What follows belongs to an exercise in optimizing a design on an open flow for a short achievable clock period and few clock cycles; a production flow would make more cautious choices. Only simulation tests tie the RTL to the original design; equivalence was not proved. Power and IR drop assume default switching activity.

<file path="flow/design.v">
`timescale 1ns / 1ps
`default_nettype none
module Nbit_reg #(parameter n=1, r=0)
   (input  wire [n-1:0] in,
    output wire [n-1:0] out,
    input  wire         clk,
    input  wire         we,
    input  wire         gwe,
    input  wire         rst
    );
   reg [n-1:0] state;
   assign out = state;
   always @(posedge clk) 
     begin 
       if (gwe & rst) 
         state <= r;
       else if (gwe & we) 
         state <= in; 
     end
endmodule
module gp1(input wire a, b,
           output wire g, p);
   assign g = a & b;
   assign p = a | b;
endmodule
module gp4(input wire [3:0] gin, pin,
           input wire cin,
           output wire gout, pout,
           output wire [2:0] cout);
  assign pout = (&  pin [3:0]);
  assign gout = (gin[0] & pin[1] & pin[2] & pin[3]) |(gin[1] & pin[2] & pin[3])| (gin[2] & pin[3]) | gin[3];
  assign cout[0] = (gin[0] | pin[0] & cin); 
  assign cout[1] = (gin[1] | pin[1] & cout[0]);
  assign cout[2] = (gin[2] | pin[2] & cout[1]);
endmodule
module cla16
  (input wire [15:0]  a, b,
   input wire         cin,
   output wire [15:0] sum);
  wire [15:0] gin, pin;
  genvar i;
  for(i = 0; i < 16; i=i+1) begin
    gp1 g(.a(a[i]), .b(b[i]), .g(gin[i]), .p(pin[i]));
  end
  wire [15:0] cout;
  wire g30_1, p30_1;
  gpn #(4) gf1(.gin(gin[3:0]), .pin(pin[3:0]), .cin(cin), .gout(g30_1), .pout(p30_1), .cout(cout[2:0]));
  assign cout[3] = (cin & p30_1) | g30_1;
  wire g30_2, p30_2;
  gp4 gf2(.gin(gin[7:4]), .pin(pin[7:4]), .cin(cout[3]), .gout(g30_2), .pout(p30_2), .cout(cout[6:4]));
  assign cout[7] = (cout[3] & p30_2) | g30_2;
  wire g30_3, p30_3;
  gp4 gf3(.gin(gin[11:8]), .pin(pin[11:8]), .cin(cout[7]), .gout(g30_3), .pout(p30_3), .cout(cout[10:8]));
  assign cout[11] = (cout[7] & p30_3) | g30_3;
  wire g30_4, p30_4;
  gp4 gf4(.gin(gin[15:12]), .pin(pin[15:12]), .cin(cout[11]), .gout(g30_4), .pout(p30_4), .cout(cout[14:12]));
  assign cout[15] = (cout[11] & p30_4) | g30_4;
  assign sum[0] = a[0] ^ b[0] ^ cin;
  for(i = 1; i < 16; i = i + 1) begin
    assign sum[i] = a[i] ^ b[i] ^ cout[i - 1];
  end
endmodule
module gpn
  #(parameter N = 4)
  (input wire [N-1:0] gin, pin,
   input wire  cin,
   output wire gout, pout,
   output wire [N-2:0] cout);
  assign pout = (&  pin [N - 1:0]);
  wire [N-2: 0] temp;
  genvar i;
  for (i = 0; i < N-1; i = i + 1) begin
    assign temp[i] = gin[i] & (& pin[N-1:i+1]);
  end
  assign gout = (| temp [N-2:0]) | gin[N-1];
  assign cout[0] = (gin[0] | pin[0] & cin); 
  for(i = 0; i < N - 2; i = i + 1) begin
    assign cout[i + 1] = (gin[i + 1] | pin[i + 1] & cout[i]);
  end
endmodule
`timescale 1ns / 1ps
`default_nettype none
module lc4_divider(input  wire [15:0] i_dividend,
                   input  wire [15:0] i_divisor,
                   output wire [15:0] o_remainder,
                   output wire [15:0] o_quotient);
      wire [15:0] temp_rem [16:0];
      wire [15:0] temp_quot [16:0];
      wire [15:0] temp_div [16:0];
      assign temp_rem[0] = 16'b0;
      assign temp_quot[0] = 16'b0;
      assign temp_div[0] = i_dividend;
      genvar i;
      for (i = 0; i < 16; i = i + 1) begin
            lc4_divider_one_iter div_one_iter(.i_dividend(temp_div[i]),
                              .i_divisor(i_divisor),
                              .i_remainder(temp_rem[i]),
                              .i_quotient(temp_quot[i]),
                              .o_dividend(temp_div[i + 1]),
                              .o_remainder(temp_rem[i + 1]),
                              .o_quotient(temp_quot[i + 1]));
      end
      wire divisor_zero_check = (i_divisor == 16'b0);
      assign o_quotient = divisor_zero_check ? 16'b0 : temp_quot[16];
      assign o_remainder = divisor_zero_check ? 16'b0 : temp_rem[16];
endmodule  
module lc4_divider_one_iter(input  wire [15:0] i_dividend,
                            input  wire [15:0] i_divisor,
                            input  wire [15:0] i_remainder,
                            input  wire [15:0] i_quotient,
                            output wire [15:0] o_dividend,
                            output wire [15:0] o_remainder,
                            output wire [15:0] o_quotient);
      wire zerocheck = 0 == i_divisor;
      assign o_dividend = i_dividend << 1;
      wire [15:0] div_shift_t, a_comp_t, prequot, preremainder, tempquot, remshift;
      assign remshift = i_remainder << 1;
      assign div_shift_t = (i_dividend >> 15) & 1'b1;
      assign a_comp_t =  div_shift_t | remshift;
      wire select_t = a_comp_t < i_divisor;
      assign preremainder = (select_t ? a_comp_t : (a_comp_t - i_divisor));
      assign o_remainder = zerocheck ? 16'b0 : preremainder;
      assign tempquot = i_quotient << 1;
      assign prequot = (select_t ? tempquot : tempquot | 1'b1);
      assign o_quotient = zerocheck ? 16'b0 : prequot;
endmodule
`timescale 1ns / 1ps
`default_nettype none
module cla_input_rs (  
      input wire [15:0] insn,
      input wire [15:0] pc,
      input wire [15:0] r1,
      output wire [15:0] rs
);
      assign rs = (insn[15:12] == 4'd1) | (insn[15:12] == 4'd6) | (insn[15:12] == 4'd7) ? r1 : pc;
endmodule
module cla_input_rt (  
      input wire [15:0] insn,
      input wire [15:0] r2,
      input wire [15:0] imm11,
      input wire [15:0] imm5,
      input wire [15:0] uimm7,
      input wire [15:0] imm9,
      input wire [15:0] imm6,
      output wire [15:0] rt
);
      wire [15:0] mux1, mux2;
      assign mux1 = (insn[5:4] == 2'b00) ? r2 : ((insn[5:4] == 2'b01) ? ~r2 : imm5);
      assign mux2 = imm9;
      assign rt = (insn[15:12] == 4'b1100) ? imm11 : 
                  ((insn[15:12] == 4'b0001) ? mux1 : 
                   (insn[15:12] == 4'b0010) ? uimm7 :
                   (insn[15:12] == 4'b0000) ? mux2 :
                   (insn[15:12] == 4'b0110 | insn[15:12] == 4'b0111) ? imm6:
                   16'b0
                  );
endmodule
module cla_input_ci (
      input wire [15:0] insn,
      output wire cin
);
      wire mux_top = (insn[5:3] == 3'b010) ? ((insn[15:12] == 4'b0001) ? 1 : 0) : 0;
      wire mux_bot = (insn[15:12] == 4'b0000 | insn[15:12] == 4'b0100 | insn[15:12] == 4'b1100 | insn[15:12] == 4'b1111) ? 1 : 0;
      assign cin = mux_top | mux_bot;
endmodule
module comparators (
      input wire [15:0] insn,
      input wire [15:0] r1,
      input wire [15:0] r2,
      input wire [15:0] imm7,
      input wire [15:0] uimm7,
      output wire [15:0] comp_out
);
      wire [15:0] mux_rs = (insn[8:7] == 2'b00 | insn[8:7] == 2'b10) ? $signed(r1) : r1; 
      wire [15:0] mux_rt = (insn[8:7] == 2'b00) ? $signed(r2) : 
                        (insn[8:7] == 2'b01) ? r2 :
                        (insn[8:7] == 2'b10) ? imm7 :
                        uimm7;
      wire signed [15:0] signed_comp_out = ($signed(mux_rs) > $signed(mux_rt)) ? 16'b1 : ($signed(mux_rs) == $signed(mux_rt)) ? 16'b0 : 16'hFFFF;
      wire [15:0] unsigned_comp_out = (mux_rs > mux_rt) ? 16'b1 : (mux_rs == mux_rt) ? 16'b0 : 16'hFFFF;
      assign comp_out = (insn[8:7] == 2'b00 | insn[8:7] == 2'b10) ? signed_comp_out : unsigned_comp_out;
endmodule
module lc4_alu(input  wire [15:0] i_insn,
               input wire [15:0]  i_pc,
               input wire [15:0]  i_r1data,
               input wire [15:0]  i_r2data,
               output wire [15:0] o_result);
      wire [15:0] imm5, imm6, imm7, imm9, imm11, uimm4, uimm7, uimm8;
      assign uimm4 = {12'b0, i_insn[3:0]};
      assign uimm7 = {9'b0, i_insn[6:0]};
      assign uimm8 = {8'b0, i_insn[7:0]};
      assign imm5 = {{12{i_insn[4]}}, i_insn[3:0]};
      assign imm6 = {{11{i_insn[5]}}, i_insn[4:0]};
      assign imm7 = {{10{i_insn[6]}}, i_insn[5:0]};
      assign imm9 = {{8{i_insn[8]}}, i_insn[7:0]};
      assign imm11 = {{6{i_insn[10]}}, i_insn[9:0]};
      wire cla_cin;
      wire [15:0] cla_rt, cla_rs;
      cla_input_ci get_cin(.insn(i_insn), .cin(cla_cin));
      cla_input_rs get_rs(.insn(i_insn), .pc(i_pc), .r1(i_r1data), .rs(cla_rs));
      cla_input_rt get_rt(.insn(i_insn), .r2(i_r2data), .imm11(imm11), .imm5(imm5), .uimm7(uimm7), .imm9(imm9), .imm6(imm6), .rt(cla_rt));
      wire [15:0] cla_output;
      cla16 get_cla_out(.a(cla_rs), .b(cla_rt), .cin(cla_cin), .sum(cla_output));
      wire [15:0] mult_out = i_r1data * i_r2data;
      wire [15:0] div_out, mod_out;
      lc4_divider div(.i_dividend(i_r1data), .i_divisor(i_r2data), .o_remainder(mod_out), .o_quotient(div_out));
      wire [15:0] math_mux = (i_insn[5:3] == 3'b011) ? div_out : (i_insn[5:3] == 3'b001) ? mult_out : cla_output;
      wire [15:0] comp_result;
      comparators get_comp(.insn(i_insn), .r1(i_r1data), .r2(i_r2data), .imm7(imm7), .uimm7(uimm7), .comp_out(comp_result));
      wire signed [15:0] sra_temp = $signed(i_r1data) >>> uimm4;
      wire [15:0] shift_result = (i_insn[5:4] == 2'b00) ? (i_r1data << uimm4) : 
                              (i_insn[5:4] == 2'b01) ? sra_temp : 
                              (i_insn[5:4] == 2'b10) ? (i_r1data >> uimm4) : 
                              mod_out;
      wire [15:0] hiconst = (i_r1data & 8'hFF) | (uimm8 << 8);
      wire [15:0] trap = 16'h8000 | uimm8;
      wire [15:0] basic_log = (i_insn[5:3] == 3'b000) ? i_r1data & i_r2data :
                              (i_insn[5:3] == 3'b001) ? ~i_r1data :
                              (i_insn[5:3] == 3'b010) ? i_r1data | i_r2data :
                              (i_insn[5:3] == 3'b011) ? i_r1data ^ i_r2data :
                              i_r1data & imm5;
      wire [15:0] jsr_out =  (i_insn[11] == 1) ? ((i_pc & 16'h8000) | (i_insn[10:0] << 4)) : i_r1data;
      wire [15:0] jmp_out = (i_insn[11] == 1) ? cla_output : i_r1data;
      assign o_result =  (i_insn[15:12] == 4'b0100) ? jsr_out : 
                        (i_insn[15:12] == 4'b0101) ? basic_log : 
                        (i_insn[15:12] == 4'b1101) ? hiconst : 
                        (i_insn[15:12] == 4'b1111) ? trap :  
                        (i_insn[15:12] == 4'b1001) ? imm9 : 
                        (i_insn[15:12] == 4'b1010) ? shift_result : 
                        (i_insn[15:12] == 4'b0010) ? comp_result : 
                        (i_insn[15:12] == 4'b0001) ? math_mux : 
                        (i_insn[15:12] == 4'b1100) ? jmp_out : 
                        (i_insn[15:12] == 4'b0000) ? cla_output : 
                        (i_insn[15:12] == 4'b0110) ? cla_output : 
                        (i_insn[15:12] == 4'b0111) ? cla_output :
                        (i_insn[15:12] == 4'b1000) ? i_r1data : 
                        16'b0;
endmodule
`timescale 1ns / 1ps
`default_nettype none
module lc4_decoder(input  wire [15:0] insn,                
                   output wire [ 2:0] r1sel,               
                   output wire        r1re,                
                   output wire [ 2:0] r2sel,               
                   output wire        r2re,                
                   output wire [ 2:0] wsel,                
                   output wire        regfile_we,          
                   output wire        nzp_we,              
                   output wire        select_pc_plus_one,  
                   output wire        is_load,             
                   output wire        is_store,            
                   output wire        is_branch,           
                   output wire        is_control_insn      
                   );
   wire [3:0] opcode = insn[15:12];
   assign     is_branch = (opcode == 4'b0000 & insn != 0);
   wire       is_arith = (opcode == 4'b0001);
   wire       is_add = (is_arith & (insn[5:3] == 3'b000));
   wire       is_mul = (is_arith & (insn[5:3] == 3'b001));
   wire       is_sub = (is_arith & (insn[5:3] == 3'b010));
   wire       is_div = (is_arith & (insn[5:3] == 3'b011));
   wire       is_addi = (is_arith & insn[5]);
   wire       is_compare = (opcode == 4'b0010);
   wire       is_cmp = (is_compare & (insn[8:7] == 2'b00));
   wire       is_cmpu = (is_compare & (insn[8:7] == 2'b01));
   wire       is_cmpi = (is_compare & (insn[8:7] == 2'b10));
   wire       is_cmpiu = (is_compare & (insn[8:7] == 2'b11));
   wire       is_jsr = (insn[15:11] == 5'b01001);
   wire       is_jsrr = (insn[15:11] == 5'b01000);
   wire       is_logic = (opcode == 4'b0101);
   wire       is_and = (is_logic & (insn[5:3] == 3'b000));
   wire       is_not = (is_logic & (insn[5:3] == 3'b001));
   wire       is_or = (is_logic & (insn[5:3] == 3'b010));
   wire       is_xor = (is_logic & (insn[5:3] == 3'b011));
   wire       is_andi = (is_logic & insn[5]);
   wire       is_ldr = (opcode == 4'b0110);
   wire       is_str = (opcode == 4'b0111);
   wire       is_rti = (opcode == 4'b1000);
   wire       is_const = (opcode == 4'b1001);
   wire       is_shift = (opcode == 4'b1010);
   wire       is_sll = (is_shift & (insn[5:4] == 2'b00));
   wire       is_sra = (is_shift & (insn[5:4] == 2'b01));
   wire       is_srl = (is_shift & (insn[5:4] == 2'b10));
   wire       is_mod = (is_shift & (insn[5:4] == 2'b11));
   wire       is_jmpr = (insn[15:11] == 5'b11000);
   wire       is_jmp = (insn[15:11] == 5'b11001);
   wire       is_hiconst = (opcode == 4'b1101);
   wire       is_trap = (opcode == 4'b1111);
   assign r1sel = (is_compare | is_hiconst) ? insn[11:9] :   
                  (is_rti) ? 3'd7 : insn[8:6];
   assign r1re = is_arith | 
                 is_compare | 
                 is_jsrr | 
                 is_logic | 
                 is_ldr | 
                 is_str | 
                 is_rti | 
                 is_shift | 
                 is_jmpr |
                 is_hiconst
                 ;
   assign r2sel = (is_str) ? insn[11:9] : insn[2:0];  
   assign r2re = is_add | is_mul |  is_sub | is_div |
                 is_cmp | is_cmpu |
                 is_and | is_or | is_xor |
                 is_str |
                 is_mod;
   assign wsel = (is_jsr | is_jsrr | is_trap) ? 3'd7 : insn[11:9];   
   assign regfile_we = is_arith | is_jsr | is_jsrr | is_logic | is_ldr | is_const | is_shift | is_hiconst | is_trap;
   assign nzp_we = regfile_we | is_compare;
   assign select_pc_plus_one = is_trap | is_jsrr | is_jsr;
   assign is_load = is_ldr;
   assign is_store = is_str;
   assign is_control_insn =  is_jsr | is_jsrr | is_rti | is_jmpr | is_jmp | is_trap;
endmodule
`timescale 1ns / 1ps
`default_nettype none
module lc4_regfile #(parameter n = 16)
   (input  wire         clk,
    input  wire         gwe,
    input  wire         rst,
    input  wire [  2:0] i_rs,       
    output wire [n-1:0] o_rs_data,  
    input  wire [  2:0] i_rt,       
    output wire [n-1:0] o_rt_data,  
    input  wire [  2:0] i_rd,       
    input  wire [n-1:0] i_wdata,    
    input  wire         i_rd_we     
    );
    wire [8:0] registers_write_q;
    wire [16:0] o_data_temp [8:0];
    genvar i;
    for (i = 0; i < 8; i=i+1) begin
        assign registers_write_q[i] = (i_rd == i) & i_rd_we;
        Nbit_reg #(16, 0) thing_register(.in(i_wdata), .out(o_data_temp[i]), .clk(clk), .we(registers_write_q[i]), .gwe(gwe), .rst(rst));
    end
    assign o_rs_data = i_rs == 0 ? o_data_temp[0] :
                       i_rs == 1 ? o_data_temp[1] :
                       i_rs == 2 ? o_data_temp[2] :
                       i_rs == 3 ? o_data_temp[3] :
                       i_rs == 4 ? o_data_temp[4] :
                       i_rs == 5 ? o_data_temp[5] :
                       i_rs == 6 ? o_data_temp[6] :
                       o_data_temp[7];
    assign o_rt_data = i_rt == 0 ? o_data_temp[0] :
                       i_rt == 1 ? o_data_temp[1] :
                       i_rt == 2 ? o_data_temp[2] :
                       i_rt == 3 ? o_data_temp[3] :
                       i_rt == 4 ? o_data_temp[4] :
                       i_rt == 5 ? o_data_temp[5] :
                       i_rt == 6 ? o_data_temp[6] :
                       o_data_temp[7];
endmodule
`timescale 1ns / 1ps
`default_nettype none
module lc4_processor
   (input  wire        clk,                 
    input wire         rst,  
    input wire         gwe,  
    output wire [15:0] o_cur_pc,  
    input wire [15:0]  i_cur_insn,  
    output wire [15:0] o_dmem_addr,  
    input wire [15:0]  i_cur_dmem_data,  
    output wire        o_dmem_we,  
    output wire [15:0] o_dmem_towrite,  
    output wire [1:0]  test_stall,  
    output wire [15:0] test_cur_pc,  
    output wire [15:0] test_cur_insn,  
    output wire        test_regfile_we,  
    output wire [2:0]  test_regfile_wsel,  
    output wire [15:0] test_regfile_data,  
    output wire        test_nzp_we,  
    output wire [2:0]  test_nzp_new_bits,  
    output wire        test_dmem_we,  
    output wire [15:0] test_dmem_addr,  
    output wire [15:0] test_dmem_data,  
    input wire [7:0]   switch_data,  
    output wire [7:0]  led_data  
    );
   wire [15:0]   pc;       
   wire [15:0]   next_pc;  
   wire stall_load = is_load_X && ((r1sel_D_pre == wsel_X && r1re_D_pre) ||
                     ((r2sel_D_pre == wsel_X && r2re_D_pre) && ~is_store_D_pre));
   wire not_stall_q = ~stall_load && (~is_load_X || ~is_branch_D_pre);
   wire branched_q = (is_control_insn_X) || (is_branch_X & nzp_correct);
   wire [15:0] i_cur_insn_F = branched_q ? 16'b0 : i_cur_insn;
   wire [15:0] pc_F = branched_q ? 16'b0 : pc;
   wire [1:0] stall_F = branched_q ? 2'd2 : (not_stall_q ? 2'd0 : 2'd3);
   Nbit_reg #(16, 16'h8200) pc_reg (.in(next_pc), .out(pc), .clk(clk), .we(not_stall_q), .gwe(gwe), .rst(rst));
   wire [15:0] pc_D_pre, i_cur_insn_D_pre;
   Nbit_reg #(16, 16'h8200) pc_reg_D (.in(pc_F), .out(pc_D_pre), .clk(clk), .we(not_stall_q), .gwe(gwe), .rst(rst));
   Nbit_reg #(16, 16'b0) i_cur_insn_reg_D (.in(i_cur_insn_F), .out(i_cur_insn_D_pre), .clk(clk), .we(not_stall_q), .gwe(gwe), .rst(rst));
   wire [1:0] stall_D_pre;
   Nbit_reg #(2, 2'b10) stall_reg_D(.in(stall_F), .out(stall_D_pre), .clk(clk), .we(not_stall_q), .gwe(gwe), .rst(rst));
   wire [2:0] r1sel_D_pre, r2sel_D_pre, wsel_D_pre;
   wire r1re_D_pre, r2re_D_pre, regfile_we_D_pre, nzp_we_D_pre, select_pc_plus_one_D_pre, is_load_D_pre, is_store_D_pre, is_branch_D_pre, is_control_insn_D_pre;
   lc4_decoder decodermain(.insn(i_cur_insn_D_pre),  .r1sel(r1sel_D_pre), .r1re(r1re_D_pre), .r2sel(r2sel_D_pre), .r2re(r2re_D_pre), .wsel(wsel_D_pre), .regfile_we(regfile_we_D_pre), .nzp_we(nzp_we_D_pre), .select_pc_plus_one(select_pc_plus_one_D_pre), .is_load(is_load_D_pre), .is_store(is_store_D_pre), .is_branch(is_branch_D_pre), .is_control_insn(is_control_insn_D_pre));
   wire [15:0] o_rs_data1, o_rt_data1;
   lc4_regfile #(16) theregisterfile(.clk(clk), .gwe(gwe), .rst(rst),
    .i_rs(r1sel_D_pre),       
    .o_rs_data(o_rs_data1),  
    .i_rt(r2sel_D_pre),       
    .o_rt_data(o_rt_data1),  
    .i_rd_we(regfile_we_W),     
    .i_rd(wsel_W),       
    .i_wdata(i_wdata)    
    );
   wire[15:0] o_rs_data = (r1sel_D_pre == wsel_W) && regfile_we_W && r1re_D_pre ? i_wdata : o_rs_data1;
   wire[15:0] o_rt_data = (r2sel_D_pre == wsel_W) && regfile_we_W && r2re_D_pre ? i_wdata : o_rt_data1;
   wire [15:0] pc_plus_1, pc_plus_1_D;
   cla16 cla_one(.a(pc), .b(0), .cin(1), .sum(pc_plus_1));
   Nbit_reg #(16, 16'b0) pc_plus_one_reg_D(.in(pc_plus_1), .out(pc_plus_1_D), .clk(clk), .we(not_stall_q), .gwe(gwe), .rst(rst));
   wire r1re_D, r2re_D, regfile_we_D, nzp_we_D, select_pc_plus_one_D, is_load_D, is_store_D, is_branch_D, is_control_insn_D;
   wire nop_question = branched_q || ~not_stall_q;
   wire [15:0] pc_D = nop_question ? 16'b0 :  pc_D_pre;
   wire[15:0] i_cur_insn_D = nop_question ? 16'b0 :  i_cur_insn_D_pre;
   wire [2:0] r1sel_D,r2sel_D, wsel_D;
   assign r1sel_D = nop_question ? 3'b0 :  r1sel_D_pre;
   assign r2sel_D = nop_question ? 3'b0 :  r2sel_D_pre;
   assign wsel_D = nop_question ? 3'b0 :  wsel_D_pre;
   assign r1re_D = nop_question ? 1'b0 :  r1re_D_pre;
   assign r2re_D = nop_question ? 1'b0 :  r2re_D_pre;
   assign regfile_we_D = nop_question ? 1'b0 :  regfile_we_D_pre;
   assign select_pc_plus_one_D = nop_question ? 1'b0 :  select_pc_plus_one_D_pre;
   assign is_load_D = nop_question ? 1'b0 : is_load_D_pre;
   assign is_store_D = nop_question ? 1'b0 :  is_store_D_pre;
   assign is_branch_D = nop_question ? 1'b0 :  is_branch_D_pre;
   assign is_control_insn_D = nop_question ? 1'b0 :  is_control_insn_D_pre;
   assign nzp_we_D = nop_question ? 1'b0 :  nzp_we_D_pre;
   wire [1:0] stall_D = branched_q ? 2'b10 : (not_stall_q ? stall_D_pre : 2'b11);
   wire [1:0] stall_X;
   wire [2:0] r1sel_X,r2sel_X, wsel_X;
   wire r1re_X, r2re_X, regfile_we_X, nzp_we_X, select_pc_plus_one_X, is_load_X, is_store_X, is_branch_X, is_control_insn_X;
   wire [15:0] pc_X, o_rs_data_X, o_rt_data_X, i_cur_insn_X, pc_plus_1_X;
   Nbit_reg #(2, 2'b10) stall_reg_X(.in(stall_D), .out(stall_X), .clk(clk), .we(1'b1), .gwe(gwe), .rst(rst));
   Nbit_reg #(16, 16'h8200) pc_reg_X (.in(pc_D), .out(pc_X), .clk(clk), .we(1'b1), .gwe(gwe), .rst(rst));
   Nbit_reg #(16, 0) reg_rs_X (.in(o_rs_data), .out(o_rs_data_X), .clk(clk), .we(1'b1), .gwe(gwe), .rst(rst));
   Nbit_reg #(16, 0) reg_rt_X (.in(o_rt_data), .out(o_rt_data_X), .clk(clk), .we(1'b1), .gwe(gwe), .rst(rst));
   Nbit_reg #(16, 16'b0) pc_plus_one_reg_X(.in(pc_plus_1_D), .out(pc_plus_1_X), .clk(clk), .we(1'b1), .gwe(gwe), .rst(rst));
   Nbit_reg #(3, 0) r1sel_reg_X (.in(r1sel_D), .out(r1sel_X), .clk(clk), .we(1'b1), .gwe(gwe), .rst(rst));
   Nbit_reg #(3, 0) r2sel_reg_X (.in(r2sel_D), .out(r2sel_X), .clk(clk), .we(1'b1), .gwe(gwe), .rst(rst));
   Nbit_reg #(3, 0) wsel_reg_X (.in(wsel_D), .out(wsel_X), .clk(clk), .we(1'b1), .gwe(gwe), .rst(rst));
   Nbit_reg #(1, 0) r1re_reg_X (.in(r1re_D), .out(r1re_X), .clk(clk), .we(1'b1), .gwe(gwe), .rst(rst));
   Nbit_reg #(1, 0) r2re_reg_X (.in(r2re_D), .out(r2re_X), .clk(clk), .we(1'b1), .gwe(gwe), .rst(rst));
   Nbit_reg #(1, 0) regfile_we_reg_X (.in(regfile_we_D), .out(regfile_we_X), .clk(clk), .we(1'b1), .gwe(gwe), .rst(rst));
   Nbit_reg #(1, 0) nzp_we_reg_X (.in(nzp_we_D), .out(nzp_we_X), .clk(clk), .we(1'b1), .gwe(gwe), .rst(rst));
   Nbit_reg #(1, 0) select_pc_plus_one_reg_X (.in(select_pc_plus_one_D), .out(select_pc_plus_one_X), .clk(clk), .we(1'b1), .gwe(gwe), .rst(rst));
   Nbit_reg #(1, 0) is_load_reg_X (.in(is_load_D), .out(is_load_X), .clk(clk), .we(1'b1), .gwe(gwe), .rst(rst));
   Nbit_reg #(1, 0) is_store_reg_X (.in(is_store_D), .out(is_store_X), .clk(clk), .we(1'b1), .gwe(gwe), .rst(rst));
   Nbit_reg #(1, 0) is_branch_reg_X (.in(is_branch_D), .out(is_branch_X), .clk(clk), .we(1'b1), .gwe(gwe), .rst(rst));
   Nbit_reg #(1, 0) is_control_insn_reg_X (.in(is_control_insn_D), .out(is_control_insn_X), .clk(clk), .we(1'b1), .gwe(gwe), .rst(rst));
   Nbit_reg #(16, 0) i_cur_insn_reg_X (.in(i_cur_insn_D), .out(i_cur_insn_X), .clk(clk), .we(1'b1), .gwe(gwe), .rst(rst));
   wire [15:0] bypass_r1_1 = (r1sel_X == wsel_W) && regfile_we_W ? i_wdata : o_rs_data_X;
   wire [15:0] bypass_r2_1 = (r2sel_X == wsel_W) && regfile_we_W ? i_wdata : o_rt_data_X;
   wire [15:0] bypass_r1_full = (r1sel_X == wsel_M) && regfile_we_M ? alu_result_M : bypass_r1_1;
   wire [15:0] bypass_r2_full = (r2sel_X == wsel_M) && regfile_we_M ? alu_result_M : bypass_r2_1;
   wire [15:0] alu_result;
   lc4_alu alu_main(.i_insn(i_cur_insn_X), .i_pc(pc_X), .i_r1data(bypass_r1_full), .i_r2data(bypass_r2_full),
               .o_result(alu_result));
   wire [1:0] stall_M;
   Nbit_reg #(2, 2'b10) stall_reg_M(.in(stall_X), .out(stall_M), .clk(clk), .we(1'b1), .gwe(gwe), .rst(rst));
   wire [15:0] pc_M;
   Nbit_reg #(16, 16'h8200) pc_reg_M (.in(pc_X), .out(pc_M), .clk(clk), .we(1'b1), .gwe(gwe), .rst(rst));
   wire [15:0] o_rs_data_M;
   wire [15:0] o_rt_data_M_1;
   wire [15:0] alu_result_M;
   Nbit_reg #(16, 0) reg_rs_M (.in(bypass_r1_full), .out(o_rs_data_M), .clk(clk), .we(1'b1), .gwe(gwe), .rst(rst));
   Nbit_reg #(16, 0) reg_rt_M (.in(bypass_r2_full), .out(o_rt_data_M_1), .clk(clk), .we(1'b1), .gwe(gwe), .rst(rst));
   Nbit_reg #(16, 0) alu_result_reg_M (.in(alu_result), .out(alu_result_M), .clk(clk), .we(1'b1), .gwe(gwe), .rst(rst));
   wire[15:0] pc_plus_1_M;
   Nbit_reg #(16, 16'b0) pc_plus_one_reg_M(.in(pc_plus_1_X), .out(pc_plus_1_M), .clk(clk), .we(1'b1), .gwe(gwe), .rst(rst));
   wire [15:0] i_cur_insn_M;
   wire [2:0] r1sel_M, r2sel_M, wsel_M;
   wire r1re_M, r2re_M, regfile_we_M, nzp_we_M, select_pc_plus_one_M, is_load_M, is_store_M, is_branch_M, is_control_insn_M;
   Nbit_reg #(3, 0) r1sel_reg_M (.in(r1sel_X), .out(r1sel_M), .clk(clk), .we(1'b1), .gwe(gwe), .rst(rst));
   Nbit_reg #(3, 0) r2sel_reg_M (.in(r2sel_X), .out(r2sel_M), .clk(clk), .we(1'b1), .gwe(gwe), .rst(rst));
   Nbit_reg #(3, 0) wsel_reg_M (.in(wsel_X), .out(wsel_M), .clk(clk), .we(1'b1), .gwe(gwe), .rst(rst));
   Nbit_reg #(1, 0) r1re_reg_M (.in(r1re_X), .out(r1re_M), .clk(clk), .we(1'b1), .gwe(gwe), .rst(rst));
   Nbit_reg #(1, 0) r2re_reg_M (.in(r2re_X), .out(r2re_M), .clk(clk), .we(1'b1), .gwe(gwe), .rst(rst));
   Nbit_reg #(1, 0) regfile_we_reg_M (.in(regfile_we_X), .out(regfile_we_M), .clk(clk), .we(1'b1), .gwe(gwe), .rst(rst));
   Nbit_reg #(1, 0) nzp_we_reg_M (.in(nzp_we_X), .out(nzp_we_M), .clk(clk), .we(1'b1), .gwe(gwe), .rst(rst));
   Nbit_reg #(1, 0) select_pc_plus_one_reg_M (.in(select_pc_plus_one_X), .out(select_pc_plus_one_M), .clk(clk), .we(1'b1), .gwe(gwe), .rst(rst));
   Nbit_reg #(1, 0) is_load_reg_M (.in(is_load_X), .out(is_load_M), .clk(clk), .we(1'b1), .gwe(gwe), .rst(rst));
   Nbit_reg #(1, 0) is_store_reg_M (.in(is_store_X), .out(is_store_M), .clk(clk), .we(1'b1), .gwe(gwe), .rst(rst));
   Nbit_reg #(1, 0) is_branch_reg_M (.in(is_branch_X), .out(is_branch_M), .clk(clk), .we(1'b1), .gwe(gwe), .rst(rst));
   Nbit_reg #(1, 0) is_control_insn_reg_M (.in(is_control_insn_X), .out(is_control_insn_M), .clk(clk), .we(1'b1), .gwe(gwe), .rst(rst));
   Nbit_reg #(16, 0) i_cur_insn_reg_M (.in(i_cur_insn_X), .out(i_cur_insn_M), .clk(clk), .we(1'b1), .gwe(gwe), .rst(rst));
   wire [15:0] o_rt_data_M =  regfile_we_W && is_store_M && r2sel_M == wsel_W ? i_wdata : o_rt_data_M_1;
   wire [15:0] o_dmem_towrite_M = is_store_M ? o_rt_data_M : 16'b0;
   wire o_dmem_we_M = is_store_M;
   wire [15:0] o_dmem_addr_M = (is_load_M | is_store_M) ? alu_result_M : 16'b0;
   assign o_dmem_we = o_dmem_we_M;
   assign o_dmem_addr = o_dmem_addr_M;
   assign o_dmem_towrite = o_dmem_towrite_M;
   wire [15:0] i_cur_dmem_data_M = i_cur_dmem_data;
   Nbit_reg #(2, 2'b10) stall_reg_W(.in(stall_M), .out(test_stall), .clk(clk), .we(1'b1), .gwe(gwe), .rst(rst));
   wire [15:0] o_dmem_addr_W, o_dmem_towrite_W, i_cur_dmem_data_W;
   wire o_dmem_we_W;
   Nbit_reg #(16, 0) o_dem_addr_reg_W (.in(o_dmem_addr_M), .out(o_dmem_addr_W), .clk(clk), .we(1'b1), .gwe(gwe), .rst(rst));
   Nbit_reg #(16, 0) o_dem_towrite_reg_W (.in(o_dmem_towrite_M), .out(o_dmem_towrite_W), .clk(clk), .we(1'b1), .gwe(gwe), .rst(rst));
   Nbit_reg #(1, 0) o_dem_we_reg_W (.in(o_dmem_we_M), .out(o_dmem_we_W), .clk(clk), .we(1'b1), .gwe(gwe), .rst(rst));
   Nbit_reg #(16, 0) i_cur_dmem_data_reg_W (.in(i_cur_dmem_data_M), .out(i_cur_dmem_data_W), .clk(clk), .we(1'b1), .gwe(gwe), .rst(rst));
   wire[15:0] pc_plus_1_W;
   Nbit_reg #(16, 16'b0) pc_plus_one_reg_W(.in(pc_plus_1_M), .out(pc_plus_1_W), .clk(clk), .we(1'b1), .gwe(gwe), .rst(rst));
   wire [15:0] pc_W;
   Nbit_reg #(16, 16'h8200) pc_reg_W (.in(pc_M), .out(pc_W), .clk(clk), .we(1'b1), .gwe(gwe), .rst(rst));
   wire [15:0] o_rs_data_W;
   wire [15:0] o_rt_data_W;
   wire [15:0] alu_result_W;
   Nbit_reg #(16, 0) reg_rs_W (.in(o_rs_data_M), .out(o_rs_data_W), .clk(clk), .we(1'b1), .gwe(gwe), .rst(rst));
   Nbit_reg #(16, 0) reg_rt_W (.in(o_rt_data_M), .out(o_rt_data_W), .clk(clk), .we(1'b1), .gwe(gwe), .rst(rst));
   Nbit_reg #(16, 0) alu_result_reg_W (.in(alu_result_M), .out(alu_result_W), .clk(clk), .we(1'b1), .gwe(gwe), .rst(rst));
   wire [15:0] i_cur_insn_W;
   wire [2:0] r1sel_W, r2sel_W, wsel_W;
   wire r1re_W, r2re_W, regfile_we_W, nzp_we_W, select_pc_plus_one_W, is_load_W, is_store_W, is_branch_W, is_control_insn_W;
   Nbit_reg #(3, 0) r1sel_reg_W (.in(r1sel_M), .out(r1sel_W), .clk(clk), .we(1'b1), .gwe(gwe), .rst(rst));
   Nbit_reg #(3, 0) r2sel_reg_W (.in(r2sel_M), .out(r2sel_W), .clk(clk), .we(1'b1), .gwe(gwe), .rst(rst));
   Nbit_reg #(3, 0) wsel_reg_W (.in(wsel_M), .out(wsel_W), .clk(clk), .we(1'b1), .gwe(gwe), .rst(rst));
   Nbit_reg #(1, 0) r1re_reg_W (.in(r1re_M), .out(r1re_W), .clk(clk), .we(1'b1), .gwe(gwe), .rst(rst));
   Nbit_reg #(1, 0) r2re_reg_W (.in(r2re_M), .out(r2re_W), .clk(clk), .we(1'b1), .gwe(gwe), .rst(rst));
   Nbit_reg #(1, 0) regfile_we_reg_W (.in(regfile_we_M), .out(regfile_we_W), .clk(clk), .we(1'b1), .gwe(gwe), .rst(rst));
   Nbit_reg #(1, 0) nzp_we_reg_W (.in(nzp_we_M), .out(nzp_we_W), .clk(clk), .we(1'b1), .gwe(gwe), .rst(rst));
   Nbit_reg #(1, 0) select_pc_plus_one_reg_W (.in(select_pc_plus_one_M), .out(select_pc_plus_one_W), .clk(clk), .we(1'b1), .gwe(gwe), .rst(rst));
   Nbit_reg #(1, 0) is_load_reg_W (.in(is_load_M), .out(is_load_W), .clk(clk), .we(1'b1), .gwe(gwe), .rst(rst));
   Nbit_reg #(1, 0) is_store_reg_W (.in(is_store_M), .out(is_store_W), .clk(clk), .we(1'b1), .gwe(gwe), .rst(rst));
   Nbit_reg #(1, 0) is_branch_reg_W (.in(is_branch_M), .out(is_branch_W), .clk(clk), .we(1'b1), .gwe(gwe), .rst(rst));
   Nbit_reg #(1, 0) is_control_insn_reg_W (.in(is_control_insn_M), .out(is_control_insn_W), .clk(clk), .we(1'b1), .gwe(gwe), .rst(rst));
   Nbit_reg #(16, 0) i_cur_insn_reg_W (.in(i_cur_insn_M), .out(i_cur_insn_W), .clk(clk), .we(1'b1), .gwe(gwe), .rst(rst));
   wire [15:0] nzp_new_bits_input = is_control_insn_X ? pc_plus_1_X : alu_result;
   wire [2:0] nzp_new_bits = ($signed(nzp_new_bits_input) == 0) ? 3'b010 : 
                        ($signed(nzp_new_bits_input) > 0) ? 3'b001 :
                        3'b100;
   wire nzp_from_load = is_load_M && ~(nzp_we_X && ~is_load_X);
   wire [2:0] nzp_load_bits = ($signed(i_cur_dmem_data) == 0) ? 3'b010 :
                              ($signed(i_cur_dmem_data) > 0) ? 3'b001 :
                              3'b100;
   wire [2:0] nzp_reg_in = nzp_from_load ? nzp_load_bits : nzp_new_bits;
   wire [2:0] nzp_new_bits_M;
   Nbit_reg #(3, 0) nzp_reg_M (.in(nzp_new_bits), .out(nzp_new_bits_M), .clk(clk), .we(1'b1), .gwe(gwe), .rst(rst));
   wire [2:0] nzp_new_bits_W;
   Nbit_reg #(3, 0) nzp_reg_W (.in(nzp_new_bits_M), .out(nzp_new_bits_W), .clk(clk), .we(1'b1), .gwe(gwe), .rst(rst));
   wire nzp_correct = i_cur_insn_X[11] == 1 & nzp_old_bits == 3'b100 | 
                     i_cur_insn_X[10] == 1 & nzp_old_bits == 3'b010 |
                     i_cur_insn_X[9] == 1 & nzp_old_bits == 3'b001;
   wire [2:0] nzp_old_bits;
   Nbit_reg #(3, 0) nzp_reg (.in(nzp_reg_in), .out(nzp_old_bits), .clk(clk), .we(nzp_we_X | is_load_M), .gwe(gwe), .rst(rst));
   assign next_pc = (branched_q) ? alu_result : pc_plus_1;
   wire [15:0] alu_datamem_output = is_load_W ? i_cur_dmem_data_W : alu_result_W;
   wire [15:0] i_wdata = (select_pc_plus_one_W ? pc_plus_1_W : alu_datamem_output);
   assign test_cur_pc = pc_W;
   assign test_cur_insn = i_cur_insn_W;
   assign test_regfile_wsel = wsel_W;
   assign test_regfile_data = regfile_we_W ? i_wdata : 16'b0;
   assign test_nzp_we = nzp_we_W;
   assign test_dmem_we = is_store_W;
   assign test_nzp_new_bits = is_load_W ? ($signed(i_cur_dmem_data_W) == 0) ? 3'b010 : 
                        ($signed(i_cur_dmem_data_W) > 0) ? 3'b001 :
                        3'b100 : nzp_new_bits_W;
   assign test_dmem_addr = o_dmem_addr_W;
   assign test_dmem_data = is_store_W ? o_dmem_towrite_W : (is_load_W ? i_cur_dmem_data_W : 16'b0);
   assign test_regfile_we = regfile_we_W;
   assign o_cur_pc = pc;
endmodule
`timescale 1ns / 1ps
`default_nettype none
module lc4_core
   (input  wire        clk,
    input  wire        rst,
    output wire [15:0] o_cur_pc,
    input  wire [15:0] i_cur_insn,
    output wire [15:0] o_dmem_addr,
    input  wire [15:0] i_cur_dmem_data,
    output wire        o_dmem_we,
    output wire [15:0] o_dmem_towrite,
    output wire [1:0]  test_stall,
    output wire [15:0] test_cur_pc,
    output wire [15:0] test_cur_insn,
    output wire        test_regfile_we,
    output wire [2:0]  test_regfile_wsel,
    output wire [15:0] test_regfile_data,
    output wire        test_nzp_we,
    output wire [2:0]  test_nzp_new_bits,
    output wire        test_dmem_we,
    output wire [15:0] test_dmem_addr,
    output wire [15:0] test_dmem_data
    );
   function [2:0] nzp_of(input [15:0] v);
      nzp_of = v[15] ? 3'b100 : ((v == 16'd0) ? 3'b010 : 3'b001);
   endfunction
   reg        rst_q;
   reg [15:0] pc_f;
   reg [15:0] ir_raw, pc_raw;
   reg        v_raw;
   reg        sel_skid;
   reg [15:0] skid_insn, skid_pc;
   reg        skid_v;
   reg        x_v;
   reg [15:0] x_insn, x_pc, x_a, x_b;
   reg        x_byp_a, x_byp_b;
   reg [2:0]  x_dst;
   reg        x_we, x_nzpw, x_ld, x_st, x_mul, x_div, x_mod;
   reg [15:0] x_addr, x_sdata;
   reg        mem_we;
   reg        w_v;
   reg [15:0] w_pc, w_insn, w_res, w_ld, w_addr, w_sdata;
   reg [2:0]  w_dst;
   reg        w_we, w_nzpw, w_isld, w_isst;
   reg        t_v;
   reg [15:0] t_pc, t_insn, t_data, t_daddr, t_ddata;
   reg        t_we, t_nzpw, t_dwe;
   reg [2:0]  t_wsel, t_nzp;
   reg [15:0] rf0, rf1, rf2, rf3, rf4, rf5, rf6, rf7;
   reg [2:0]  nzp_r;
   reg        div_busy;
   reg [2:0]  div_cnt;
   reg [15:0] div_rem, div_dq;
   wire [15:0] w_val = w_isld ? w_ld : w_res;
   wire [2:0]  w_nzp = nzp_of(w_val);
   wire [15:0] insn_d = sel_skid ? skid_insn : ir_raw;
   wire [15:0] pc_d   = sel_skid ? skid_pc   : pc_raw;
   wire        v_d    = sel_skid ? skid_v    : v_raw;
   wire [3:0] op_d = insn_d[15:12];
   wire d_br    = (op_d == 4'd0);
   wire d_arith = (op_d == 4'd1);
   wire d_cmp   = (op_d == 4'd2);
   wire d_jsrx  = (op_d == 4'd4);
   wire d_jsr   = d_jsrx & insn_d[11];
   wire d_jsrr  = d_jsrx & ~insn_d[11];
   wire d_logic = (op_d == 4'd5);
   wire d_ldr   = (op_d == 4'd6);
   wire d_str   = (op_d == 4'd7);
   wire d_rti   = (op_d == 4'd8);
   wire d_const = (op_d == 4'd9);
   wire d_shift = (op_d == 4'd10);
   wire d_jmpx  = (op_d == 4'd12);
   wire d_jmp   = d_jmpx & insn_d[11];
   wire d_jmpr  = d_jmpx & ~insn_d[11];
   wire d_hic   = (op_d == 4'd13);
   wire d_trap  = (op_d == 4'd15);
   wire d_mul = d_arith & ~insn_d[5] & (insn_d[4:3] == 2'b01);
   wire d_div = d_arith & ~insn_d[5] & (insn_d[4:3] == 2'b11);
   wire d_mod = d_shift & (insn_d[5:4] == 2'b11);
   wire [2:0] rs_d = (d_cmp | d_hic) ? insn_d[11:9] : (d_rti ? 3'd7 : insn_d[8:6]);
   wire [2:0] rt_d = d_str ? insn_d[11:9] : insn_d[2:0];
   wire [2:0] dst_d = (d_jsrx | d_trap) ? 3'd7 : insn_d[11:9];
   wire we_d   = d_arith | d_logic | d_ldr | d_const | d_shift | d_hic | d_jsrx | d_trap;
   wire nzpw_d = we_d | d_cmp;
   reg [15:0] rf_rs, rf_rt;
   always @(*) begin
      case (rs_d)
        3'd0: rf_rs = rf0; 3'd1: rf_rs = rf1; 3'd2: rf_rs = rf2; 3'd3: rf_rs = rf3;
        3'd4: rf_rs = rf4; 3'd5: rf_rs = rf5; 3'd6: rf_rs = rf6; default: rf_rs = rf7;
      endcase
      case (rt_d)
        3'd0: rf_rt = rf0; 3'd1: rf_rt = rf1; 3'd2: rf_rt = rf2; 3'd3: rf_rt = rf3;
        3'd4: rf_rt = rf4; 3'd5: rf_rt = rf5; 3'd6: rf_rt = rf6; default: rf_rt = rf7;
      endcase
   end
   wire x_fast = ~(x_ld | x_mul | x_div | x_mod);
   wire x_wr   = x_v & x_we;
   wire w_wr   = w_v & w_we;
   wire rs_x = x_wr & (x_dst == rs_d);
   wire rt_x = x_wr & (x_dst == rt_d);
   wire rs_w = w_wr & (w_dst == rs_d);
   wire rt_w = w_wr & (w_dst == rt_d);
   wire [15:0] x_res_fast;    
   wire [15:0] a_for_x = rs_w ? w_val : rf_rs;
   wire [15:0] b_for_x = rt_w ? w_val : rf_rt;
   wire [15:0] rsv_d = rs_x ? x_res_fast : a_for_x;
   wire [15:0] rtv_d = rt_x ? x_res_fast : b_for_x;
   wire x_nzp_src = x_v & x_nzpw;
   wire [2:0] nzp_d = x_nzp_src ? nzp_of(x_res_fast) :
                      ((w_v & w_nzpw) ? w_nzp : nzp_r);
   wire need_rs_d = d_ldr | d_str | d_jsrr | d_jmpr | d_rti;
   wire use_nzp_d = d_br & (insn_d[11:9] != 3'b000);
   wire haz_d = (need_rs_d & rs_x & ~x_fast) |
                (d_str & rt_x & ~x_fast) |
                (use_nzp_d & x_nzp_src & ~x_fast);
   wire x_stall;
   wire stall_d = v_d & (haz_d | x_stall);
   wire adv_d   = v_d & ~stall_d;
   wire [15:0] pc1_d = pc_d + 16'd1;
   wire [15:0] br_tgt  = pc1_d + {{7{insn_d[8]}}, insn_d[8:0]};
   wire [15:0] jmp_tgt = pc1_d + {{5{insn_d[10]}}, insn_d[10:0]};
   wire [15:0] jsr_tgt = {pc_d[15], insn_d[10:0], 4'b0000};
   wire [15:0] trap_tgt = {8'h80, insn_d[7:0]};
   wire br_taken = d_br & ((insn_d[11:9] & nzp_d) != 3'b000);
   wire [15:0] target_d = d_br ? br_tgt :
                          d_jmp ? jmp_tgt :
                          d_jsr ? jsr_tgt :
                          d_trap ? trap_tgt : rsv_d;
   wire taken_d = br_taken | d_jsrx | d_rti | d_jmpx | d_trap;
   wire redirect = adv_d & taken_d;
   wire [15:0] addr_d = rsv_d + {{10{insn_d[5]}}, insn_d[5:0]};
   wire [15:0] A = x_byp_a ? w_val : x_a;
   wire [15:0] B = x_byp_b ? w_val : x_b;
   wire [3:0]  op_x = x_insn[15:12];
   wire [15:0] imm5 = {{11{x_insn[4]}}, x_insn[4:0]};
   wire [15:0] sum  = A + (x_insn[5] ? imm5 : B);
   wire [15:0] diff = A - B;
   reg  [15:0] arith_r;
   always @(*) begin
      if (x_insn[5]) arith_r = sum;
      else case (x_insn[4:3])
             2'b00: arith_r = sum;
             2'b10: arith_r = diff;
             default: arith_r = sum;
           endcase
   end
   wire [15:0] cmp_b = x_insn[8] ? (x_insn[7] ? {9'd0, x_insn[6:0]} : {{9{x_insn[6]}}, x_insn[6:0]}) : B;
   wire        cmp_uns = x_insn[7];
   wire        cmp_eq = (A == cmp_b);
   wire        cmp_lt = cmp_uns ? (A < cmp_b) : ($signed(A) < $signed(cmp_b));
   wire [15:0] cmp_r = cmp_eq ? 16'd0 : (cmp_lt ? 16'hFFFF : 16'd1);
   reg  [15:0] logic_r;
   always @(*) begin
      if (x_insn[5]) logic_r = A & imm5;
      else case (x_insn[4:3])
             2'b00: logic_r = A & B;
             2'b01: logic_r = ~A;
             2'b10: logic_r = A | B;
             default: logic_r = A ^ B;
           endcase
   end
   wire [3:0] sh = x_insn[3:0];
   reg  [15:0] shift_r;
   always @(*) begin
      case (x_insn[5:4])
        2'b00: shift_r = A << sh;
        2'b01: shift_r = $signed(A) >>> sh;
        default: shift_r = A >> sh;
      endcase
   end
   wire [15:0] pc1_x = x_pc + 16'd1;
   reg [15:0] fast_r;
   always @(*) begin
      case (op_x)
        4'd1:  fast_r = arith_r;
        4'd2:  fast_r = cmp_r;
        4'd5:  fast_r = logic_r;
        4'd9:  fast_r = {{7{x_insn[8]}}, x_insn[8:0]};
        4'd10: fast_r = shift_r;
        4'd13: fast_r = {x_insn[7:0], A[7:0]};
        default: fast_r = pc1_x;    
      endcase
   end
   assign x_res_fast = fast_r;
   wire [15:0] prod = A * B;
   wire div_zero = (B == 16'd0);
   wire div_small = B[15] | ({1'b0, A} < {B, 1'b0});
   wire div_fast = div_zero | div_small;
   wire        ge1 = (A >= B);
   wire [15:0] q_fast = div_zero ? 16'd0 : {15'd0, ge1};
   wire [15:0] r_fast = div_zero ? 16'd0 : (ge1 ? (A - B) : A);
   wire [15:0] s_rem0 = div_busy ? div_rem : 16'd0;
   wire [15:0] s_dq0  = div_busy ? div_dq  : A;
   wire [16:0] t1 = {s_rem0, s_dq0[15]};
   wire        b1 = (t1 >= {1'b0, B});
   wire [15:0] rem1 = b1 ? (t1[15:0] - B) : t1[15:0];
   wire [15:0] dq1 = {s_dq0[14:0], b1};
   wire [16:0] t2 = {rem1, dq1[15]};
   wire        b2 = (t2 >= {1'b0, B});
   wire [15:0] rem2 = b2 ? (t2[15:0] - B) : t2[15:0];
   wire [15:0] dq2 = {dq1[14:0], b2};
   wire x_dm = x_div | x_mod;
   wire div_last = div_busy & (div_cnt == 3'd7);
   assign x_stall = x_v & x_dm & ~div_fast & ~div_last;
   wire [15:0] q_val = div_fast ? q_fast : dq2;
   wire [15:0] r_val = div_fast ? r_fast : rem2;
   wire [15:0] x_result = x_mul ? prod : (x_div ? q_val : (x_mod ? r_val : fast_r));
   always @(posedge clk) begin
      rst_q <= rst;
      if (rst)
        pc_f <= 16'h8200;
      else if (redirect)
        pc_f <= target_d;
      else if (!stall_d)
        pc_f <= pc_f + 16'd1;
      ir_raw <= i_cur_insn;
      pc_raw <= pc_f;
      v_raw  <= ~rst & ~redirect;
      skid_insn <= insn_d;
      skid_pc   <= pc_d;
      skid_v    <= v_d;
      sel_skid  <= ~rst & stall_d;
      if (rst) begin
         x_v <= 1'b0;
         mem_we <= 1'b0;
      end else if (!x_stall) begin
         x_v <= adv_d;
         mem_we <= adv_d & d_str;
      end else begin
         mem_we <= 1'b0;
      end
      if (!x_stall) begin
         x_insn  <= insn_d;
         x_pc    <= pc_d;
         x_a     <= a_for_x;
         x_b     <= b_for_x;
         x_byp_a <= rs_x;
         x_byp_b <= rt_x;
         x_dst   <= dst_d;
         x_we    <= we_d;
         x_nzpw  <= nzpw_d;
         x_ld    <= d_ldr;
         x_st    <= d_str;
         x_mul   <= d_mul;
         x_div   <= d_div;
         x_mod   <= d_mod;
         x_addr  <= addr_d;
         x_sdata <= rtv_d;
      end else begin
         x_a <= A;
         x_b <= B;
         x_byp_a <= 1'b0;
         x_byp_b <= 1'b0;
      end
      if (rst | ~x_stall) begin
         div_busy <= 1'b0;
         div_cnt  <= 3'd0;
      end else begin
         div_busy <= 1'b1;
         div_cnt  <= div_busy ? div_cnt + 3'd1 : 3'd1;
      end
      div_rem <= rem2;
      div_dq  <= dq2;
      w_v    <= ~rst & x_v & ~x_stall;
      w_pc   <= x_pc;
      w_insn <= x_insn;
      w_res  <= x_result;
      w_ld   <= i_cur_dmem_data;
      w_dst  <= x_dst;
      w_we   <= x_we;
      w_nzpw <= x_nzpw;
      w_isld <= x_ld;
      w_isst <= x_st;
      w_addr <= x_addr;
      w_sdata <= x_sdata;
      if (rst_q) begin
         rf0 <= 16'd0; rf1 <= 16'd0; rf2 <= 16'd0; rf3 <= 16'd0;
         rf4 <= 16'd0; rf5 <= 16'd0; rf6 <= 16'd0; rf7 <= 16'd0;
         nzp_r <= 3'b000;
      end else begin
         if (w_wr) begin
            case (w_dst)
              3'd0: rf0 <= w_val; 3'd1: rf1 <= w_val; 3'd2: rf2 <= w_val; 3'd3: rf3 <= w_val;
              3'd4: rf4 <= w_val; 3'd5: rf5 <= w_val; 3'd6: rf6 <= w_val; default: rf7 <= w_val;
            endcase
         end
         if (w_v & w_nzpw) nzp_r <= w_nzp;
      end
      t_v     <= ~rst & w_v;
      t_pc    <= w_pc;
      t_insn  <= w_insn;
      t_we    <= w_we;
      t_wsel  <= w_dst;
      t_data  <= w_we ? w_val : 16'd0;
      t_nzpw  <= w_nzpw;
      t_nzp   <= w_nzp;
      t_dwe   <= w_isst;
      t_daddr <= (w_isld | w_isst) ? w_addr : 16'd0;
      t_ddata <= w_isst ? w_sdata : (w_isld ? w_ld : 16'd0);
   end
   assign o_cur_pc       = pc_f;
   assign o_dmem_addr    = x_addr;
   assign o_dmem_we      = mem_we;
   assign o_dmem_towrite = x_sdata;
   assign test_stall        = {1'b0, ~t_v};
   assign test_cur_pc       = t_pc;
   assign test_cur_insn     = t_insn;
   assign test_regfile_we   = t_we;
   assign test_regfile_wsel = t_wsel;
   assign test_regfile_data = t_data;
   assign test_nzp_we       = t_nzpw;
   assign test_nzp_new_bits = t_nzp;
   assign test_dmem_we      = t_dwe;
   assign test_dmem_addr    = t_daddr;
   assign test_dmem_data    = t_ddata;
endmodule
</file>
<file path="flow/flow/run.sh">
#!/bin/bash
set -euo pipefail
bash standard.sh SETUP_SLACK_MARGIN=30.6 SKIP_GATE_CLONING=1 finish > flow_make.log 2>&1
</file>
<file path="flow/standard.sh">
#!/bin/bash
# synth_recipe.tcl (not shown) runs the flow's synth.tcl, then flattens the netlist and writes it again
# the make line also repeats each setting of config.mk as NAME=value (left out here)
make -C /OpenROAD-flow-scripts/flow DESIGN_CONFIG=/design/flow/config.mk WORK_HOME=/design/flow/orfs CLKGATE_MAP_FILE= SYNTH_SCRIPT=/design/flow/synth_recipe.tcl "${@:-finish}"
</file>
<file path="flow/config.mk">
export PLATFORM = sky130hd
export DESIGN_NAME = lc4_core
export DESIGN_NICKNAME = lc4_core
export VERILOG_FILES = /design/flow/design.v
export SDC_FILE = /design/flow/constraint.sdc
export NUM_CORES = 4
export LEC_CHECK = 0
export CAP_MARGIN = 20
export CORE_MARGIN = 2
export CORE_UTILIZATION = 40
export SLEW_MARGIN = 20
</file>
<file path="flow/constraint.sdc">
create_clock -name core_clock -period 40.0 [get_ports {clk}]
set_input_delay 8.0000 -clock core_clock [delete_from_list [all_inputs] [get_ports {clk}]]
set_output_delay 8.0000 -clock core_clock [all_outputs]
set_load 0.01 [all_outputs]
</file>
==> results.json <==
{
  "ant_nets": 0,
  "startpoint_type": "register",
  "instances_no_fill": 5329,
  "clock_latency_ns": 0.68,
  "crit_chain": "dlygate4sd2_1",
  "vias": 32000,
  "hold_end": "t_insn[10]",
  "initial_core_util_pct": 40.4,
  "dpl.hpwl_um": 96400,
  "cts_buffers": 60,
  "cts_buffer_depth": 3,
  "grt_start_max_net_pins": 87,
  "grt_pass1_wl_um": 201000,
  "skew_ns": 0.0517,
  "drive_above_1_share_pct": 9.85,
  "post-route-util_pct": 46.3,
  "slew_headroom_pct": 26.0,
  "ir_drop_uv": 38.5,
  "r2r_start": "w_isld",
  "synth_ff_type": "dfxtp_1",
  "drc": 0,
  "postCtsSetupBuffers": 0,
  "drtIter0Drc": 3519,
  "critical_path.max_fanout": 2,
  "reg2reg_slack_ns": 31.31,
  "finalWorstSetupSlack_ns": 30.63,
  "hp-class": "register to register",
  "syn_to_final_growth_pct": 14.5,
  "synth-seq-cells": 555,
  "critPathArrivalTime_ns": 1.37,
  "grt_usage_pct": 29.3,
  "postCtsHoldBufs": 0,
  "min_period_ns": 9.37,
  "synth_most_common_cell": "dfxtp_1",
  "cp.buffers_inverters": 1,
  "async_reset_ff_share_pct": 0,
  "synthTopCellsByArea": "dfxtp_1, ha_1, edfxtp_1, nor2_1, fa_1",
  "design_area_sq_um": 40200,
  "post-route-period-util_pct": 23.4,
  "wl_per_cell_um": 25.4,
  "rows": 108,
  "synth_warnings": 1,
  "r2r_cells": 28,
  "die-height_um": 300,
  "routed_wl_um": 135000,
  "power_density_nw_per_um2": 46.5,
  "worstHoldStart": "w_insn[10]",
  "grt_pass1_vias": 30200,
  "seq_area_frac_synth_pct": 33.7,
  "die_area_sq_um": 90200,
  "gp_congestion": 0.993,
  "placed_area_sq_um": 38200,
  "critPathKind": "register to primary output",
  "pin_count": 174,
  "cp_top_family": "flip-flops",
  "dpl.cell_count": 5212,
  "yosysTopAreaCellShare_pct": 27.4,
  "syn-num-nets": 4377,
  "fin_hold_ws_ns": 0.327,
  "path_clk_slew_ns": 0.06,
  "dieWidth_um": 300,
  "ys_top_cells_by_count": "dfxtp_1, nor2_1, nand2_1",
  "synth_top_cell_by_area": "dfxtp_1",
  "crit_required_ns": 32.00,
  "syn_avg_cell_area_sq_um": 8.71,
  "worstHoldPathCells": 0,
  "drv_cap": 0,
  "syn_area_sq_um": 35100,
  "leakagePower_nw": 16.7,
  "tightest_slew_ns": 1.11,
  "antenna_found_initial": 4,
  "finalHoldViolations": 0,
  "overflow": 0,
  "cts_tree": "built",
  "cp_slowest_cell": "edfxtp_1",
  "dr.pass1.iters": 6,
  "core_area_sq_um": 86900,
  "viasPerCell": 6.01,
  "htreeDepth": 2,
  "layout.nets": 4462,
  "clock_sinks": 555,
  "cp_slowest_stage_delay_ns": 0.38,
  "fmax_mhz": 107,
  "rsz0062_at_grt": "no",
  "status": "no timing/DRC/antenna violations",
  "yosysUniqueCellTypes": 99,
  "synth_edf_count": 74,
  "r2r-end": "x_addr[15]",
  "finalPower_mw": 1.87,
  "setup_tns_ns": 0,
  "portBuffers": 172,
  "setup_viol": 0,
  "post-place-ws_ns": 29.86,
  "critPathCaptureType": "primary output",
  "cts_root_buf": "clkbuf_16",
  "slew_violations": 0,
  "synthCells": 4035
}
==> area by class of cell <==
cell class	instances	area, sq um
well taps	1155	1450
diodes	2	5.00
inverters	251	946
repair buffers	281	2390
multi-input cells	2971	21400
clock buffers	83	1760
clock inverters	31	368
flip-flops and latches	555	11900
fillers	8480	46700
==> worst max-delay path by stage <==
stage	start	to	slack, ns	depth (start not counted)
floorplan	rst	pc_f[2]	31.00	5
global placement	rst	pc_f[10]	29.87	5
detailed placement	rst	pc_f[10]	29.86	5
CTS	pc_f[5]	o_cur_pc[5]	30.53	1
global route	x_sdata[7]	o_dmem_towrite[7]	30.61	1
finish	x_sdata[10]	o_dmem_towrite[10]	30.63	1
==> cell families after synthesis <==
logic type	after synthesis	synth area share (%)
buffers and inverters	509	5.70
and+or+nand+nor	1233	15.9
muxes	227	8.09
adders and majority gates	308	12.8
xor gates and xnor gates	156	3.89
DFF	555	33.7
other	1	0.0107
AOI/OAI and AO/OA	1046	19.9
==> metal layers <==
metal / track usage [%] / share of wire, % / vias to the layer above
met4: 12.8 / 4.8 / 4
met2: 45.5 / 44 / 1684
met5: 0 / 0.019 / -
met1: 39.7 / 42 / 15400
li1: - / - / 14600
met3: 5.66 / 9.5 / 348
==> power by group <==
part	total (mW)	switching [mW]	internal, mW
clock	0.590	0.247	0.343
combinational	0.637	0.419	0.218
sequential	0.642	0.0247	0.617
total	1.87	0.690	1.18
==> cells in the final DEF, fill, tap and decap left out, types with 44 or more instances in the layout <==
cell type	count
ha_1	222
a21oi_1	233
fa_1	86
a211oi_1	167
xnor2_1	118
clkbuf_16	62
and2_1	44
a21o_1	70
inv_1	222
nor3_1	56
edfxtp_1	74
nand2_1	382
nor2b_1	45
nand3_1	61
dlygate4sd2_1	124
nor2_1	461
buf_4	106
mux2i_1	116
dfxtp_1	465
mux2_2	61
o21ai_0	193
==> what timing repair did <==
action	in CTS	in global routing
pin swaps	0	0
cloned	0	0
gates resized for setup	154	18
endpoints found under the setup margin	142	23
Testbench counts, summed over its fixed seeds: cycles 57,862.

## port drivers added, routing unchanged
How much do the figures lean on ideal ports? The routed layout below was timed once more, with nothing changed but the port constraints.
Step 1: set_driving_cell puts a clkbuf_16 on clk and a buf_2 on each other input, an assumption about the parent block.
Step 2 also shifts input and output timing later by t, the mid clock arrival at the registers, as if the neighbouring blocks saw the same clock.
a / b / c = no drivers / after step 1 / after step 2; a / b = the first two.
t (ns): 0.729
slack for setup (ns): 30.627 / 30.556 / 30.077
worst setup path at the end: input to register
After both steps setup and hold are still met in this run. For this run, drivers alone change the setup slack by -0.071 ns; drivers and shift together by -0.550 ns.
